From an optimization exercise on the open Yosys and OpenROAD flow, aimed at small area; shortcuts taken in it are not production practice.
RTL that was checked went through simulation tests only; none was proved equivalent to the original.
Function not checked in run 2: the RTL went through the layout flow alone.
No activity file was given, so power comes from the tool's default toggle rates.

==> design.v <==
module decimation_filter (
	input mclk1,    
	input reset,    
	input mdata1,   
	output reg [15:0] DATA,   
	output reg data_en, 
	input [15:0] dec_rate );
reg [36:0] ip_data1;
reg [36:0] acc1;
reg [36:0] acc2;
reg [36:0] acc3;
reg [36:0] acc3_d2;
reg [36:0] diff1;
reg [36:0] diff2;
reg [36:0] diff3;
reg [36:0] diff1_d;
reg [36:0] diff2_d;
reg [15:0] word_count;
reg word_clk;
reg enable;
wire word_clk_rise = !reset && (word_count == dec_rate/2 - 1) && !word_clk;
always @(*) begin
	if(mdata1 == 0)
		ip_data1 = 37'd0;   
	else
		ip_data1 = 37'd1;
end
always @(posedge mclk1) begin
	if (reset)
	begin
		acc1 <= 37'd0;
		acc2 <= 37'd0;
		acc3 <= 37'd0;
	end
	else begin
		acc1 <= acc1 + ip_data1;
		acc2 <= acc2 + acc1;
		acc3 <= acc3 + acc2;
	end
end
always @(posedge mclk1) begin
	if (reset) begin
		word_count <= 16'd0;
	end
	else if (word_count == dec_rate - 1) begin
		word_count <= 16'd0;
	end else begin
		word_count <= word_count + 16'b1;
	end
end
always @(posedge mclk1) begin
	if (reset) begin
		word_clk <= 1'b0;
	end
	else if (word_count == dec_rate/2 - 1) begin
		word_clk <= 1'b1;
	end else if (word_count == dec_rate - 1) begin
		word_clk <= 1'b0;
	end
end
always @(posedge mclk1) begin
	if (reset)
	begin
		acc3_d2 <= 37'd0;
		diff1_d <= 37'd0;
		diff2_d <= 37'd0;
		diff1 <= 37'd0;
		diff2 <= 37'd0;
		diff3 <= 37'd0;
	end
	else if (word_clk_rise) begin
		diff1 <= acc3 - acc3_d2;
		diff2 <= diff1 - diff1_d;
		diff3 <= diff2 - diff2_d;
		acc3_d2 <= acc3;
		diff1_d <= diff1;
		diff2_d <= diff2;
	end
end
always @ ( posedge mclk1 ) begin 
	if (word_clk_rise) begin
	case ( dec_rate ) 
		16'd32:
			begin 
				DATA <= (diff3[15:0] == 16'h8000) ? 16'hFFFF : {diff3[14:0], 1'b0}; 
			end 
		16'd64:
			begin 
				DATA <= (diff3[18:2] == 17'h10000) ? 16'hFFFF : diff3[17:2]; 
			end 
		16'd128:
			begin 
				DATA <= (diff3[21:5] == 17'h10000) ? 16'hFFFF : diff3[20:5]; 
			end 
		16'd256:
			begin 
				DATA <= (diff3[24:8] == 17'h10000) ? 16'hFFFF : diff3[23:8]; 
			end 
		16'd512:
			begin 
				DATA <= (diff3[27:11] == 17'h10000) ? 16'hFFFF : diff3[26:11]; 
			end 
		16'd1024:
			begin 
				DATA <= (diff3[30:14] == 17'h10000) ? 16'hFFFF : diff3[29:14]; 
			end 
		16'd2048:
			begin 
				DATA <= (diff3[33:17] == 17'h10000) ? 16'hFFFF : diff3[32:17]; 
			end 
		16'd4096:
			begin 
				DATA <= (diff3[36:20] == 17'h10000) ? 16'hFFFF : diff3[35:20]; 
			end 
		default:
			begin 
				DATA <= (diff3[24:8] == 17'h10000) ? 16'hFFFF : diff3[23:8]; 
			end 
	endcase 
	end
end 
always @( posedge mclk1 )  begin   
	if ( reset ) begin 
		data_en <= 1'b0; 
		enable <= 1'b1; 
	end 
	else  
		if ( (word_count == dec_rate/2 - 1) && enable ) begin 
			data_en <= 1'b1; 
			enable <= 1'b0; 
		end 
		else if ( (word_count == dec_rate - 1)  && ~enable )  begin 
			data_en <= 1'b0; 
			enable <= 1'b1; 
		end 
		else 
			data_en <= 1'b0; 
end
endmodule
==> run.sh <==
#!/bin/bash
# synth_recipe.tcl (not shown) runs the flow's synth.tcl, then flattens the netlist and writes it again
# the make line also repeats each setting of config.mk as NAME=value (left out here)
make -C /OpenROAD-flow-scripts/flow DESIGN_CONFIG=/design/flow/config.mk WORK_HOME=/design/flow/orfs CLKGATE_MAP_FILE= SYNTH_SCRIPT=/design/flow/synth_recipe.tcl finish
==> config.mk <==
export PLATFORM = sky130hd
export DESIGN_NAME = decimation_filter
export DESIGN_NICKNAME = decimation_filter
export VERILOG_FILES = /design/flow/design.v
export SDC_FILE = /design/flow/constraint.sdc
export NUM_CORES = 4
export LEC_CHECK = 0
export CAP_MARGIN = 20
export CORE_MARGIN = 2
export CORE_UTILIZATION = 40
export SLEW_MARGIN = 20
==> constraint.sdc <==
create_clock -name core_clock -period 10.0 [get_ports {mclk1}]
set_input_delay 2.0000 -clock core_clock [delete_from_list [all_inputs] [get_ports {mclk1}]]
set_output_delay 2.0000 -clock core_clock [all_outputs]
set_load 0.01 [all_outputs]
==> results of run 1 <==
## cell type report
type,count,area (um^2),share of cell area [%]
Timing Repair Buffer,49,485,1.85
Multi-Input combinational cell,2470,15100,57.4
Inverter,162,608,2.31
Clock buffer,59,1290,4.90
Tap cell,773,967,3.68
Sequential cell,368,7530,28.6
Clock inverter,22,332,1.26
## stage by stage
stage / worst slack [ns] / utilization (%) / instance area, um^2 / power, mW
5_1_grt: 4.47 / 44.6 / 26300 / 3.54
6_report: 4.84 / 44.6 / 26300 / 3.41
2_1_floorplan: 5.33 / - / 23800 / 1.64
3_3_place_gp: 4.08 / 41.9 / 24700 / 1.68
3_5_place_dp: 4.20 / 41.9 / 24700 / 1.68
4_1_cts: 4.80 / 44.6 / 26300 / 3.46
## cells in the mapped netlist (6+ instances only)
| cell type | number | area (um^2) |
|---|---|---|
| ha_1 | 186 | 2330 |
| xor2_1 | 111 | 972 |
| a211oi_1 | 27 | 203 |
| clkbuf_1 | 134 | 503 |
| edfxtp_1 | 16 | 480 |
| or4_1 | 11 | 82.6 |
| o21a_1 | 19 | 143 |
| and4_1 | 7 | 61.3 |
| a221oi_1 | 6 | 52.6 |
| nor2b_1 | 27 | 169 |
| nand3_1 | 73 | 365 |
| and2_1 | 15 | 93.8 |
| o211ai_1 | 10 | 75.1 |
| nor2_1 | 260 | 976 |
| nand4_1 | 37 | 231 |
| dfxtp_1 | 352 | 7050 |
| and3_1 | 31 | 194 |
| nor4_1 | 11 | 68.8 |
| nor3_1 | 74 | 370 |
| a21oi_1 | 381 | 1910 |
| nand2_1 | 517 | 1940 |
| buf_2 | 12 | 60.1 |
| a31oi_1 | 28 | 175 |
| o31ai_1 | 16 | 120 |
| inv_1 | 162 | 608 |
| a21o_1 | 121 | 908 |
| a21boi_0 | 7 | 52.6 |
| o21bai_1 | 24 | 180 |
| xnor2_1 | 131 | 1150 |
| or3_1 | 12 | 75.1 |
| nand2b_1 | 29 | 181 |
| a221o_1 | 6 | 60.1 |
| a211o_1 | 6 | 52.6 |
| o21ai_0 | 200 | 1000 |
## cell families after synthesis
| group | synth area share, % |
|---|---|
| flip-flops | 31.7 |
| AND/OR/NAND/NOR | 21.3 |
| AO/OA/AOI/OAI | 22.8 |
| multiplexers | 0.137 |
| adder cells (fa/ha/maj) | 10.2 |
| buffers and inverters | 5.02 |
| XOR/XNOR | 8.91 |
## per-layer routing
layer,part of all wire (%),routed length [um]
met1,46,26900
met2,47,27400
met3,3.6,2090
met4,3.3,1930
met5,0,0
## cells in the final DEF (no fill, tap or decap), types with 15 or more instances in the layout
cell / netlist / routed
o31ai_1: 16 / 16
xor2_1: 111 / 111
dfxtp_1: 352 / 352
o21ai_0: 200 / 200
nand2_1: 517 / 517
nand2b_1: 29 / 29
inv_1: 162 / 162
o21bai_1: 24 / 24
clkdlybuf4s50_1: 0 / 34
edfxtp_1: 16 / 16
nand4_1: 37 / 37
a21oi_1: 381 / 381
nor3_1: 74 / 73
and2_1: 15 / 15
and3_1: 31 / 31
xnor2_1: 131 / 131
a31oi_1: 28 / 28
nor2_1: 260 / 258
ha_1: 186 / 186
nand3_1: 73 / 73
a211oi_1: 27 / 27
nor2b_1: 27 / 27
o21a_1: 19 / 19
clkbuf_16: 0 / 45
a21o_1: 121 / 121
## critical path, cell delays in order
cell and delay, ns:
clkdlybuf4s50_1 0.62, nor3_1 0.54, nand3_1 0.24, xnor2_1 0.36, nand4_1 0.14, or4_4 0.83, buf_12 0.41, nor4b_1 0.36
a221o_1 0.14
## path summary, 6_finish.rpt
path	start	end
worst min register to register	acc3_d2[15]$_SDFFE_PP0P_	acc3_d2[15]$_SDFFE_PP0P_
worst min-delay path	acc3_d2[15]$_SDFFE_PP0P_	acc3_d2[15]$_SDFFE_PP0P_
worst max register to register	diff2[0]$_SDFFE_PP0P_	diff3[34]$_SDFFE_PP0P_
worst max-delay path	dec_rate[7]	diff3[34]$_SDFFE_PP0P_
## power by group through the flow
stage,clock network (mW),registers [mW],logic [mW]
after floorplan,0,1.52,0.125
after global placement,0,1.52,0.163
after detailed placement,0,1.52,0.164
after CTS,1.81,1.49,0.164
after global routing,1.87,1.49,0.181
final,1.76,1.49,0.163
## flip-flops by register name, indices dropped and copies added, names as in the netlist
| register | flops |
|---|---|
| acc1 | 37 |
| diff3 | 37 |
| DATA | 16 |
| word_count | 16 |
| diff2 | 37 |
| word_clk | 1 |
| acc2 | 37 |
| diff1 | 37 |
| diff1_d | 37 |
| acc3 | 37 |
| acc3_d2 | 37 |
| data_en | 1 |
| enable | 1 |
| diff2_d | 37 |
==> impl_metrics.json, run 1 <==
{
  "ys.warnings.count": 1,
  "ys_types": 79,
  "rows": 89,
  "relSlewSlack_pct": 26.4,
  "ys_ff_latch": 368,
  "postSynthCellCount": 3150,
  "grt_use_total_pct": 19.0,
  "ant_nets": 0,
  "synth-edff-count": 16,
  "ys.flop_type": "dfxtp_1",
  "dieHeight_um": 248,
  "clk_root_buffer_cell": "clkbuf_16",
  "async_flop_share_pct": 0,
  "worstMarginPinSlew_ns": 1.10,
  "skew_ns": 0.0234,
  "internal_power_mw": 2.64,
  "p_clk_share_pct": 51.6,
  "synth.net_count": 3360,
  "seqPwrFrac_pct": 43.6,
  "drt-initial-drc-count": 1294,
  "met2_usage_pct": 33.5,
  "cts.sinks": 368,
  "finalHoldViolCount": 0,
  "grt_use_met3_pct": 2.85,
  "start_kind": "input pin",
  "clockBufferDepth": 3,
  "grt_pass1_vias": 20300,
  "grt_busiest_layer": "met2",
  "io_pins": 36,
  "finalCriticalPeriod_ns": 5.16,
  "initial_core_util_pct": 40.4,
  "fin_tns_setup_ns": 0,
  "wl_per_cell_um": 14.9,
  "dieArea_um2": 61400,
  "path_max_fanout": 150,
  "post_cts_buffers": 0,
  "grt_max_degree": 151,
  "place_inst": 3822,
  "holdWs_ns": 0.447,
  "min_path_type": "reg2reg",
  "ir_drop_uv": 116,
  "whs_path_depth": 2,
  "io_buffers": 35,
  "status": "complete, no violations",
  "vias": 20900,
  "rr_worst_depth": 13,
  "nFillCells": 5747,
  "grt_overflow": 0,
  "max_freq_ghz": 0.194,
  "drive_gt1_share_pct": 3.87,
  "cp_data_arrival_time_ns": 5.69,
  "cts_tree": "done",
  "path_clk_slew_ns": 0.06,
  "reg2reg_slack_ns": 6.05,
  "htreeDepth": 2,
  "area_delta_synth_final_pct": 10.6,
  "comb_power_share_pct": 4.8,
  "critical_path_required_ns": 10.53,
  "maxCapViolations": 0,
  "p_sw_mw": 0.772,
  "drc": 0,
  "worstSkewPairLatency_ns": 0.60,
  "die_w_um": 248,
  "drtPass1Iterations": 6,
  "via_per_inst": 5.36,
  "cts-resized-gates": 0,
  "syn_area_per_cell_um2": 7.55,
  "cts_hold_buf": 0,
  "path_class": "in2reg",
  "cts_inserted_buffers": 44,
  "core-area_um2": 58900,
  "finalSetupViolCount": 0,
  "grt_pass1_wl_um": 97700,
  "final_cells": 3903,
  "endpoint_kind": "register",
  "p_leak_nw": 10.7,
  "grt_use_met1_pct": 23.4,
  "p_sw_share_pct": 22.6,
  "gp_congestion": 0.910,
  "hpwl_um": 41500,
  "p_per_area_nw_per_um2": 130,
  "nNetsFinal": 3305,
  "routed_wirelength_um": 58300,
  "rsz0062_at_grt": "false",
  "synth-seq-area-share_pct": 31.7,
  "synth_area_um2": 23800,
  "antenna_found_initial": 1,
  "period_share_pct": 51.6,
  "maxSlewViolCount": 0,
  "diodes": 0
}
==> inputs of run 2 (changes only) <==
==> design.v (replaced) <==
module decimation_filter (
	input mclk1,
	input reset,
	input mdata1,
	output reg [15:0] DATA,
	output reg data_en,
	input [15:0] dec_rate );
wire [7:0] rs = dec_rate[12:5];
wire [11:0] mask = {|dec_rate[12:12], |dec_rate[12:11], |dec_rate[12:10], |dec_rate[12:9],
                    |dec_rate[12:8], |dec_rate[12:7], |dec_rate[12:6], 5'h1F};
function [36:0] radd;
	input [36:0] a, b;
	input cin;
	integer i;
	reg c;
	begin
		c = cin;
		for (i = 0; i < 37; i = i + 1) begin
			radd[i] = a[i] ^ b[i] ^ c;
			c = (a[i] & b[i]) | (c & (a[i] ^ b[i]));
		end
	end
endfunction
function [23:0] kmux;
	input [7:0] s;
	input [23:0] k0, k1, k2, k3, k4, k5, k6, k7;
	kmux = ({24{s[0]}} & k0) | ({24{s[1]}} & k1) | ({24{s[2]}} & k2) | ({24{s[3]}} & k3)
	     | ({24{s[4]}} & k4) | ({24{s[5]}} & k5) | ({24{s[6]}} & k6) | ({24{s[7]}} & k7);
endfunction
wire [23:0] wa_rst = kmux(rs, 24'd136, 24'd528, 24'd2080, 24'd8256, 24'd32896, 24'd131328, 24'd524800, 24'd2098176);
wire [23:0] wb_rst = kmux(rs, 24'd768, 24'd3072, 24'd12288, 24'd49152, 24'd196608, 24'd786432, 24'd3145728, 24'd12582912);
wire [23:0] wc_rst = kmux(rs, 24'd120, 24'd496, 24'd2016, 24'd8128, 24'd32640, 24'd130816, 24'd523776, 24'd2096128);
wire [23:0] wa_0   = kmux(rs, 24'd528, 24'd2080, 24'd8256, 24'd32896, 24'd131328, 24'd524800, 24'd2098176, 24'd8390656);
wire [23:0] wb_0   = kmux(rs, 24'd496, 24'd2016, 24'd8128, 24'd32640, 24'd130816, 24'd523776, 24'd2096128, 24'd8386560);
reg [11:0] n;           
reg [23:0] wa, wb;      
reg [22:0] wc;
reg [2:0] xd;           
reg [36:0] y0;          
reg [35:0] y1;          
reg [33:0] y2;          
reg [15:0] f1, f2;      
wire last = &(n | ~mask);
wire x = xd[2];
wire [12:0] r13 = dec_rate[12:0];
wire [23:0] da = {{12{1'b1}}, n} & {{12{1'b1}}, mask} | ~{12'h000, mask};    
wire [36:0] db37 = radd({24'h0, r13}, ~{24'h0, n, 1'b0}, 1'b1);
wire [13:0] db = db37[13:0];                          
always @(posedge mclk1) begin
	if (reset) begin
		n <= dec_rate[12:1];
		data_en <= 1'b0;
		xd <= 3'b000;
		wa <= wa_rst;
		wb <= wb_rst;
		wc <= wc_rst[22:0];
	end else begin
		n <= radd({25'h0, n}, 37'd0, 1'b1) & mask;
		data_en <= last;
		xd <= {xd[1:0], mdata1};
		if (last) begin
			wa <= wa_0;
			wb <= wb_0;
			wc <= 23'd0;
		end else begin
			wa <= radd({13'h0, wa}, {13'h0, da}, 1'b0);
			wb <= radd({13'h0, wb}, {23'h0, {10{db[13]}}, db}, 1'b0);
			wc <= radd({14'h0, wc}, {25'h0, n}, 1'b0);
		end
	end
end
wire [23:0] xa = {24{x}} & wa;
wire [23:0] xb = {24{x}} & wb;
wire [22:0] xc = {23{x}} & wc;
always @(posedge mclk1) begin
	if (reset) begin
		y0 <= 37'd0;
		y1 <= 36'd0;
		y2 <= 34'd0;
	end else if (data_en) begin
		y0 <= radd({1'b0, y1}, {13'h0, xa}, 1'b0);
		y1 <= radd({3'b000, y2}, {13'h0, xb}, 1'b0);
		y2 <= xc;
	end else begin
		y0 <= radd(y0, {13'h0, xa}, 1'b0);
		y1 <= radd({1'b0, y1}, {13'h0, xb}, 1'b0);
		y2 <= radd({3'b000, y2}, {14'h0, xc}, 1'b0);
	end
end
wire [15:0] word =
	  ({16{rs[0]}} & {y0[14:0], 1'b0}) | ({16{rs[1]}} & y0[17:2])  | ({16{rs[2]}} & y0[20:5])
	| ({16{rs[3]}} & y0[23:8])         | ({16{rs[4]}} & y0[26:11]) | ({16{rs[5]}} & y0[29:14])
	| ({16{rs[6]}} & y0[32:17])        | ({16{rs[7]}} & y0[35:20])
	| {16{|(rs & {y0[36], y0[33], y0[30], y0[27], y0[24], y0[21], y0[18], y0[15]})}};
always @(posedge mclk1) begin
	if (reset) begin
		f1 <= 16'd0;
		f2 <= 16'd0;
		DATA <= 16'd0;
	end else if (data_en) begin
		f1 <= word;
		f2 <= f1;
		DATA <= f2;
	end
end
endmodule
==> run 2 against run 1 <==
  * Setup slack got worse by 5.5 ns
  * Register-to-register slack got worse by 6.7 ns
  * Sequential power fell by 21%
  * Utilization rose by 4.6 points
  * Now fails the layout checks on negative setup slack
  * Maximum frequency fell by 52%
  * Sequential share of layout area fell by 0.97 points
  * Design area fell by 33%
==> impl_metrics.json, run 2 <==
{
  "status": "failed layout checks",
  "so.violations": "negative setup slack",
  "path_clk_slew_ns": 0.06,
  "ys.warnings.count": 1,
  "skew_ns": 0.00977,
  "path_common_cell": "fa_2",
  "cts_tree": "done",
  "drt-initial-drc-count": 623,
  "hpwl_um": 23700,
  "rsz0062_at_grt": "true",
  "preCtsSetupSlack_ns": -1.29,
  "ys_top_cells_by_count": "dfxtp_1 (242), nor2_1 (182), fa_1 (169)",
  "grt_pass1_vias": 10000,
  "nNetsFinal": 1647,
  "synth-seq-area-share_pct": 33.4,
  "maxSlewViolCount": 0,
  "synthTopCellsByArea": "dfxtp_1 (33%), fa_1 (23%), mux2i_1 (8.4%)",
  "critical_path_required_ns": 10.41,
  "core-area_um2": 35700,
  "cts.sinks": 242,
  "period_share_pct": 107,
  "max_freq_ghz": 0.0939,
  "routed_wirelength_um": 32900,
  "async_flop_share_pct": 0,
  "yosysTopAreaCellShare_pct": 33.4,
  "gp_congestion": 0.823,
  "grt_overflow": 0,
  "maxCapViolations": 0,
  "yosysTopAreaCell": "dfxtp_1",
  "synth.most_common_cell": "dfxtp_1",
  "path_class": "reg2reg",
  "p_per_area_nw_per_um2": 166,
  "largest_register": "y0",
  "htreeDepth": 1,
  "syn_area_per_cell_um2": 10.8,
  "cts_inserted_buffers": 28,
  "crit_family": "adder cells",
  "slowest_delay_ns": 0.37,
  "dieHeight_um": 194,
  "dpl_cell_area_um2": 16400,
  "clockBufferDepth": 3,
  "ant_nets": 0,
  "clk_root_buffer_cell": "clkbuf_16",
  "postSynthCellCount": 1349,
  "holdWs_ns": 0.441,
  "final_common_cell": "dfxtp_1",
  "ys_types": 53,
  "worstSkewPairLatency_ns": 0.54,
  "relSlewSlack_pct": 26.5,
  "initial_core_util_pct": 40.7,
  "synth.net_count": 1629,
  "grt_pass1_wl_um": 54100,
  "reg_top3": "y0 (37), y1 (36), y2 (34)",
  "grt_use_total_pct": 17.6,
  "ys.flop_type": "dfxtp_1",
  "largest_reg_flops": 37,
  "grt_max_degree": 84,
  "antenna_found_initial": 0,
  "area_delta_synth_final_pct": 20.8,
  "drive_gt1_share_pct": 24.2,
  "start_kind": "register",
  "path_max_fanout": 7,
  "vias": 9680,
  "wl_per_cell_um": 17.8,
  "place_inst": 1794,
  "worstMarginPinSlew_ns": 1.10,
  "endpoint_kind": "register",
  "synth-edff-count": 0,
  "dieArea_um2": 37800,
  "worst-path-buf-inv": 5,
  "postLayoutCoreUtil_pct": 49.2,
  "mostFrequentLayoutCells": "dfxtp_1 (240), nor2_1 (182), fa_2 (146)",
  "finalInstanceArea_um2": 17500,
  "critPathSlowestCell": "fa_2",
  "drc": 0,
  "die_w_um": 194,
  "synth_area_um2": 14500,
  "layout_setup_ws_ns": -0.654,
  "finalSetupViolCount": 17,
  "finalCriticalPeriod_ns": 10.65,
  "io_pins": 36,
  "diodes": 0,
  "finalHoldViolCount": 0,
  "min_path_type": "reg2reg",
  "io_buffers": 32,
  "ir_drop_uv": 134,
  "p_leak_nw": 6.58,
  "drtPass1Iterations": 5,
  "via_per_inst": 5.24,
  "cp_data_arrival_time_ns": 11.06,
  "rows": 69,
  "final_cells": 1848,
  "ys_ff_latch": 242
}
run 2: cell types whose count changed in the layout (fill, tap and decap cells not counted), moves of 120 or more:
cell / delta
fa_2: +146
a21o_1: -120
mux2i_1: +121
o21ai_0: -180
nand2_1: -488
xnor2_1: -124
a21oi_1: -372
ha_1: -152
run 2: power breakdown:
group          switching (mW)  internal [mW]  leakage (nW)
Combinational           0.352          0.301          4.12
Clock                   0.408          0.662         0.480
Sequential             0.0892           1.09          1.98
Total                   0.850           2.05          6.58
run 2: area by class of cell:
class	instances	area, um^2
Fill cell	3192	18100
Inverter	116	448
Timing Repair Buffer	73	676
Tap cell	461	577
Clock buffer	43	858
Multi-Input combinational cell	906	10000
Sequential cell	242	4850
Clock inverter	7	110
run 2: final timing paths:
check / startpoint / end / slack, ns / cells after the start
worst max-delay path: xd[2]$_SDFF_PP0_ / y1[34]$_SDFF_PP0_ / -0.65 / 42
worst min-delay path: xd[1]$_SDFF_PP0_ / xd[2]$_SDFF_PP0_ / 0.44 / 1
worst max register to register: xd[2]$_SDFF_PP0_ / y1[34]$_SDFF_PP0_ / -0.65 / 42
worst min register to register: xd[1]$_SDFF_PP0_ / xd[2]$_SDFF_PP0_ / 0.44 / 1
run 2: cells by family after synthesis:
group	Yosys count	synth area share [%]
compound gates	169	9.43
xor+xnor	10	0.603
fa+ha+maj	261	31.2
buf+inv	201	5.59
flops	242	33.4
mux	125	8.65
simple gates	341	11.1
run 2: worst reg2reg max path, delay by kind of cell, from the launching register on:
kind | cells | cell delay (ns)
multiplexers | 1 | 0.14
flip-flops | 1 | 0.36
buffers and inverters | 5 | 0.39
AND/OR/NAND/NOR | 2 | 0.13
adder cells (fa/ha/maj) | 34 | 9.50
run 2: layer usage:
metal | vias to the layer above | track usage, % | wire, um
met5 | - | 0 | 0
met2 | 220 | 28.2 | 14900
met3 | 51 | 2.34 | 1620
met4 | 0 | 4.96 | 726
li1 | 4620 | - | -
met1 | 4789 | 25.1 | 15600
run 2: stage by stage:
| stage | setup TNS, ns | power (mW) |
|---|---|---|
| finish | -5.73 | 2.90 |
| detailed placement | -9.95 | 1.86 |
| global placement | -8.93 | 1.83 |
| floorplan | -2.64 | 1.67 |
| CTS | -6.88 | 2.94 |
| global route | -10.52 | 3.11 |
run 2: what timing repair did:
action	in CTS	in global routing
setup buffers	0	4
hold buffers	0	0
endpoints found under the hold margin	0	0
setup endpoints to repair	18	22
resized for setup	7	34
gates cloned	0	1
pin swaps	3	7

[what the ideal ports hide]
In the flow no input, the clock included, has a driving cell. The finished layouts below were timed again as built, in two steps.
Step 1 sets driving cells, clkbuf_16 on the clock port and buf_2 on the other inputs (assumed; they add their load-dependent delay and slew).
Step 2 times the ports against the registers' clock, not the clock port: input delays grow and output delays shrink by t, the midpoint of the rising clock arrivals with the driver on.
a / b / c = no drivers / after step 1 / after step 2; a / b = the first two.
run | t (ns) | setup WS [ns] | clock arrival spread, ns | worst data-port slew with drivers (ns)
run 1 | 0.643 | 4.839 / 4.875 / 4.232 | 0.023 / 0.024 | 0.08
run 2 | 0.592 | -0.654 / -0.654 / -0.783 | 0.010 / 0.010 | 0.04
The setup slack of run 1, which loses most, moves by +0.036 ns with the drivers and by -0.607 ns with both steps.
